This is an optimization exercise on Yosys and OpenROAD, whose aim is small area, not a production implementation. The RTL was checked by simulation tests, not by an equivalence proof against the original design.

==> job 3843 <==
==> flow/design.v <==
module SubBytesLP (input clock, input reset, input enableS, input [0:127] blocoIn, output [0:127] blocoOut);
  wire [0:127] sn;
  genvar k;
  generate
    for (k = 0; k < 16; k = k + 1) begin : g_sb
      sbox_n u_sbox (.x(blocoIn[8*k +: 8]), .sn(sn[8*k +: 8]));
    end
  endgenerate
  reg [0:127] qn;
  reg valid;
  always @(posedge clock)
    if (enableS) qn <= sn;
  always @(posedge clock or posedge reset)
    if (reset) valid <= 1'b0;
    else if (enableS) valid <= 1'b1;
  wire validn;
  g_inv u_vinv (.a(valid), .y(validn));
  generate
    for (k = 0; k < 128; k = k + 1) begin : g_out
      g_nor u_out (.a(qn[k]), .b(validn), .y(blocoOut[k]));
    end
  endgenerate
endmodule
module sbox_n (input [7:0] x, output [7:0] sn);
  wire U0 = x[7], U1 = x[6], U2 = x[5], U3 = x[4], U4 = x[3], U5 = x[2], U6 = x[1], U7 = x[0];
  wire y14, y13, y9, y8, t0, y1, y4, y12, y2, y5, y3, t1;
  wire y15, y20, y6, y10, y11, y7, y17, y19, y16, y21, y18, t2;
  wire t3, t4, t5, t6, t7, t8, t9, t10, t11, t12, t13, t14;
  wire t15, t16, t17, t18, t19, t20, t21, t22, t23, t24, t25, t26;
  wire t27, t28, t29, t30, t31, t32, t33, t34, t35, t36, t37, t38;
  wire t39, t40, t41, t42, t43, t44, t45, z0, z1, z2, z3, z4;
  wire z5, z6, z7, z8, z9, z10, z11, z12, z13, z14, z15, z16;
  wire z17, t46, t47, t48, t49, t50, t51, t52, t53, t54, t55, t56;
  wire t57, t58, t59, t60, t61, t62, t63, t64, t65, t66, t67;
  g_xor g0 (.a(U3), .b(U5), .y(y14));
  g_xor g1 (.a(U0), .b(U6), .y(y13));
  g_xor g2 (.a(U0), .b(U3), .y(y9));
  g_xor g3 (.a(U0), .b(U5), .y(y8));
  g_xor g4 (.a(U1), .b(U2), .y(t0));
  g_xor g5 (.a(t0), .b(U7), .y(y1));
  g_xor g6 (.a(y1), .b(U3), .y(y4));
  g_xor g7 (.a(y13), .b(y14), .y(y12));
  g_xor g8 (.a(y1), .b(U0), .y(y2));
  g_xor g9 (.a(y1), .b(U6), .y(y5));
  g_xor g10 (.a(y5), .b(y8), .y(y3));
  g_xor g11 (.a(U4), .b(y12), .y(t1));
  g_xor g12 (.a(t1), .b(U5), .y(y15));
  g_xor g13 (.a(t1), .b(U1), .y(y20));
  g_xor g14 (.a(y15), .b(U7), .y(y6));
  g_xor g15 (.a(y15), .b(t0), .y(y10));
  g_xor g16 (.a(y20), .b(y9), .y(y11));
  g_xor g17 (.a(U7), .b(y11), .y(y7));
  g_xor g18 (.a(y10), .b(y11), .y(y17));
  g_xor g19 (.a(y10), .b(y8), .y(y19));
  g_xor g20 (.a(t0), .b(y11), .y(y16));
  g_xor g21 (.a(y13), .b(y16), .y(y21));
  g_xor g22 (.a(U0), .b(y16), .y(y18));
  g_nand g23 (.a(y12), .b(y15), .y(t2));
  g_nand g24 (.a(y3), .b(y6), .y(t3));
  g_xor g25 (.a(t3), .b(t2), .y(t4));
  g_nand g26 (.a(y4), .b(U7), .y(t5));
  g_xor g27 (.a(t5), .b(t2), .y(t6));
  g_nand g28 (.a(y13), .b(y16), .y(t7));
  g_nand g29 (.a(y5), .b(y1), .y(t8));
  g_xor g30 (.a(t8), .b(t7), .y(t9));
  g_nand g31 (.a(y2), .b(y7), .y(t10));
  g_xor g32 (.a(t10), .b(t7), .y(t11));
  g_nand g33 (.a(y9), .b(y11), .y(t12));
  g_nand g34 (.a(y14), .b(y17), .y(t13));
  g_xor g35 (.a(t13), .b(t12), .y(t14));
  g_nand g36 (.a(y8), .b(y10), .y(t15));
  g_xor g37 (.a(t15), .b(t12), .y(t16));
  g_xor g38 (.a(t4), .b(t14), .y(t17));
  g_xor g39 (.a(t6), .b(t16), .y(t18));
  g_xor g40 (.a(t9), .b(t14), .y(t19));
  g_xor g41 (.a(t11), .b(t16), .y(t20));
  g_xor g42 (.a(t17), .b(y20), .y(t21));
  g_xor g43 (.a(t18), .b(y19), .y(t22));
  g_xor g44 (.a(t19), .b(y21), .y(t23));
  g_xor g45 (.a(t20), .b(y18), .y(t24));
  g_xor g46 (.a(t21), .b(t22), .y(t25));
  g_nand g47 (.a(t21), .b(t23), .y(t26));
  g_xnor g48 (.a(t24), .b(t26), .y(t27));
  g_nand g49 (.a(t25), .b(t27), .y(t28));
  g_xnor g50 (.a(t28), .b(t22), .y(t29));
  g_xor g51 (.a(t23), .b(t24), .y(t30));
  g_xnor g52 (.a(t22), .b(t26), .y(t31));
  g_nand g53 (.a(t31), .b(t30), .y(t32));
  g_xnor g54 (.a(t32), .b(t24), .y(t33));
  g_xor g55 (.a(t23), .b(t33), .y(t34));
  g_xor g56 (.a(t27), .b(t33), .y(t35));
  g_nand g57 (.a(t24), .b(t35), .y(t36));
  g_xnor g58 (.a(t36), .b(t34), .y(t37));
  g_xnor g59 (.a(t27), .b(t36), .y(t38));
  g_nand g60 (.a(t29), .b(t38), .y(t39));
  g_xnor g61 (.a(t25), .b(t39), .y(t40));
  g_xor g62 (.a(t40), .b(t37), .y(t41));
  g_xor g63 (.a(t29), .b(t33), .y(t42));
  g_xor g64 (.a(t29), .b(t40), .y(t43));
  g_xor g65 (.a(t33), .b(t37), .y(t44));
  g_xor g66 (.a(t42), .b(t41), .y(t45));
  g_nand g67 (.a(t44), .b(y15), .y(z0));
  g_nand g68 (.a(t37), .b(y6), .y(z1));
  g_nand g69 (.a(t33), .b(U7), .y(z2));
  g_nand g70 (.a(t43), .b(y16), .y(z3));
  g_nand g71 (.a(t40), .b(y1), .y(z4));
  g_nand g72 (.a(t29), .b(y7), .y(z5));
  g_nand g73 (.a(t42), .b(y11), .y(z6));
  g_nand g74 (.a(t45), .b(y17), .y(z7));
  g_nand g75 (.a(t41), .b(y10), .y(z8));
  g_nand g76 (.a(t44), .b(y12), .y(z9));
  g_nand g77 (.a(t37), .b(y3), .y(z10));
  g_nand g78 (.a(t33), .b(y4), .y(z11));
  g_nand g79 (.a(t43), .b(y13), .y(z12));
  g_nand g80 (.a(t40), .b(y5), .y(z13));
  g_nand g81 (.a(t29), .b(y2), .y(z14));
  g_nand g82 (.a(t42), .b(y9), .y(z15));
  g_nand g83 (.a(t45), .b(y14), .y(z16));
  g_nand g84 (.a(t41), .b(y8), .y(z17));
  g_xor g85 (.a(z15), .b(z16), .y(t46));
  g_xor g86 (.a(z10), .b(z11), .y(t47));
  g_xor g87 (.a(z5), .b(z13), .y(t48));
  g_xor g88 (.a(z9), .b(z10), .y(t49));
  g_xor g89 (.a(z2), .b(z12), .y(t50));
  g_xor g90 (.a(z2), .b(z5), .y(t51));
  g_xor g91 (.a(z7), .b(z8), .y(t52));
  g_xor g92 (.a(z0), .b(z3), .y(t53));
  g_xor g93 (.a(z6), .b(z7), .y(t54));
  g_xor g94 (.a(z16), .b(z17), .y(t55));
  g_xnor g95 (.a(z12), .b(t48), .y(t56));
  g_xor g96 (.a(t50), .b(t53), .y(t57));
  g_xnor g97 (.a(z4), .b(t46), .y(t58));
  g_xnor g98 (.a(z3), .b(t54), .y(t59));
  g_xor g99 (.a(t46), .b(t57), .y(t60));
  g_xnor g100 (.a(z14), .b(t57), .y(t61));
  g_xor g101 (.a(t52), .b(t58), .y(t62));
  g_xor g102 (.a(t49), .b(t58), .y(t63));
  g_xnor g103 (.a(z4), .b(t59), .y(t64));
  g_xor g104 (.a(t61), .b(t62), .y(t65));
  g_xnor g105 (.a(z1), .b(t63), .y(t66));
  g_xnor g106 (.a(t59), .b(t63), .y(sn[7]));
  g_xor g107 (.a(t56), .b(t62), .y(sn[1]));
  g_xor g108 (.a(t48), .b(t60), .y(sn[0]));
  g_xor g109 (.a(t64), .b(t65), .y(t67));
  g_xnor g110 (.a(t53), .b(t66), .y(sn[4]));
  g_xnor g111 (.a(t51), .b(t66), .y(sn[3]));
  g_xnor g112 (.a(t47), .b(t65), .y(sn[2]));
  g_xnor g113 (.a(t64), .b(sn[4]), .y(sn[6]));
  g_xor g114 (.a(t55), .b(t67), .y(sn[5]));
endmodule
module g_inv (input a, output y);
  assign y = ~a;
endmodule
module g_nand (input a, input b, output y);
  assign y = ~(a & b);
endmodule
module g_nor (input a, input b, output y);
  assign y = ~(a | b);
endmodule
module g_xnor (input a, input b, output y);
  assign y = ~(a ^ b);
endmodule
module g_xor (input a, input b, output y);
  assign y = a ^ b;
endmodule
==> flow/run.sh <==
#!/bin/bash
# synth_recipe.tcl (not shown) runs the flow's synth.tcl, then flattens the netlist and writes it again
# the make line also repeats each setting of config.mk as NAME=value (left out here)
make -C /OpenROAD-flow-scripts/flow DESIGN_CONFIG=/design/flow/config.mk WORK_HOME=/design/flow/orfs CLKGATE_MAP_FILE= SYNTH_SCRIPT=/design/flow/synth_recipe.tcl finish
==> flow/config.mk <==
export PLATFORM = sky130hd
export DESIGN_NAME = SubBytesLP
export DESIGN_NICKNAME = SubBytesLP
export VERILOG_FILES = /design/flow/design.v
export SDC_FILE = /design/flow/constraint.sdc
export NUM_CORES = 8
export LEC_CHECK = 0
export CAP_MARGIN = 20
export CORE_MARGIN = 2
export CORE_UTILIZATION = 65
export CTS_BUF_LIST = sky130_fd_sc_hd__clkbuf_4 sky130_fd_sc_hd__clkbuf_8
export SLEW_MARGIN = 20
export SYNTH_HIERARCHICAL = 1
==> flow/constraint.sdc <==
create_clock -name core_clock -period 10.0 [get_ports {clock}]
set_input_delay 2.0000 -clock core_clock [delete_from_list [all_inputs] [get_ports {clock}]]
set_output_delay 2.0000 -clock core_clock [all_outputs]
set_load 0.01 [all_outputs]
==> inputs of job 592, as changes to job 3843 <==
==> flow/flow/run.sh (new file) <==
#!/bin/bash
set -o pipefail
cp standard.sh standard.sh.txt
export BUFFER_PORTS_ARGS="-buffer_cell sky130_fd_sc_hd__buf_1"
bash standard.sh finish > standard.log 2>&1
==> flow/standard.sh (new file) <==
#!/bin/bash
# synth_recipe.tcl (not shown) runs the flow's synth.tcl, then flattens the netlist and writes it again
# the make line also repeats each setting of config.mk as NAME=value (left out here)
make -C /OpenROAD-flow-scripts/flow DESIGN_CONFIG=/design/flow/config.mk WORK_HOME=/design/flow/orfs CLKGATE_MAP_FILE= SYNTH_SCRIPT=/design/flow/synth_recipe.tcl "${@:-finish}"
removed: flow/run.sh
==> notes <==
In synthesized area, job 592 and job 3843 do not differ. Synthesized cell count is the same in job 592 and job 3843. Between job 3843 and job 592, the lower sequential share of layout area is in job 3843 (gap 1.5 points). Against job 592, the global-route usage of job 3843 is higher by 1.8 points. In clock skew, job 592 and job 3843 do not differ. Of job 592 and job 3843, job 3843 has the higher first-iteration DRC count (gap about 7%, measured against job 3843).
==> figures <==
	job 3843	job 592
Result of the run	no timing/DRC/antenna violations	no timing/DRC/antenna violations
Placed insts	2,735	2,718
Crit path arrival time	9.76 ns	9.39 ns
Critical Path Slowest Stage Cell	sky130_fd_sc_hd__clkdlybuf4s50_1	sky130_fd_sc_hd__xnor2_1
Share of final layout cell area taken by clock buffers and inverters	1.823%	2.238%
Post-placement setup slack	-0.1608 ns	0.3628 ns
Count of placed standard cells in the final layout, fillers left out	2,767	2,750
Met3 track demand over resource	4.930%	4.442%
Met2 WL	21,440 um	19,470 um
Layout buffer count excluding clock buffers	294	277

## afterwards: timing with drivers on the ports
The results above use ideal ports. As a check the final layouts listed here were re-extracted and re-timed, cells and wires unchanged. Step 1 (the two cells are an assumption about what drives the block):
set clk [get_ports {clock}]
set_driving_cell -lib_cell sky130_fd_sc_hd__clkbuf_16 $clk
set_driving_cell -lib_cell sky130_fd_sc_hd__buf_2 [delete_from_list [all_inputs] $clk]
Step 2 adds t to the input delays and takes it off the output delays; t is the mean of the earliest and latest rising clock arrival at the registers after step 1. Input paths then give back, and output paths get back, about the clock's delay inside the block. a / b / c = ideal ports / drivers / drivers and shift; a / b = the first two.
run	t, ns	setup WS [ns]	worst setup path at the end
job 3843	0.495	0.441 / 0.445 / -0.050	input to register
job 592	0.481	0.798 / 0.777 / 0.295	input to register
With both steps, setup timing fails in job 3843, where it was met with ideal ports. For job 592, which loses most, drivers alone change the setup slack by -0.021 ns; drivers and shift together by -0.503 ns.
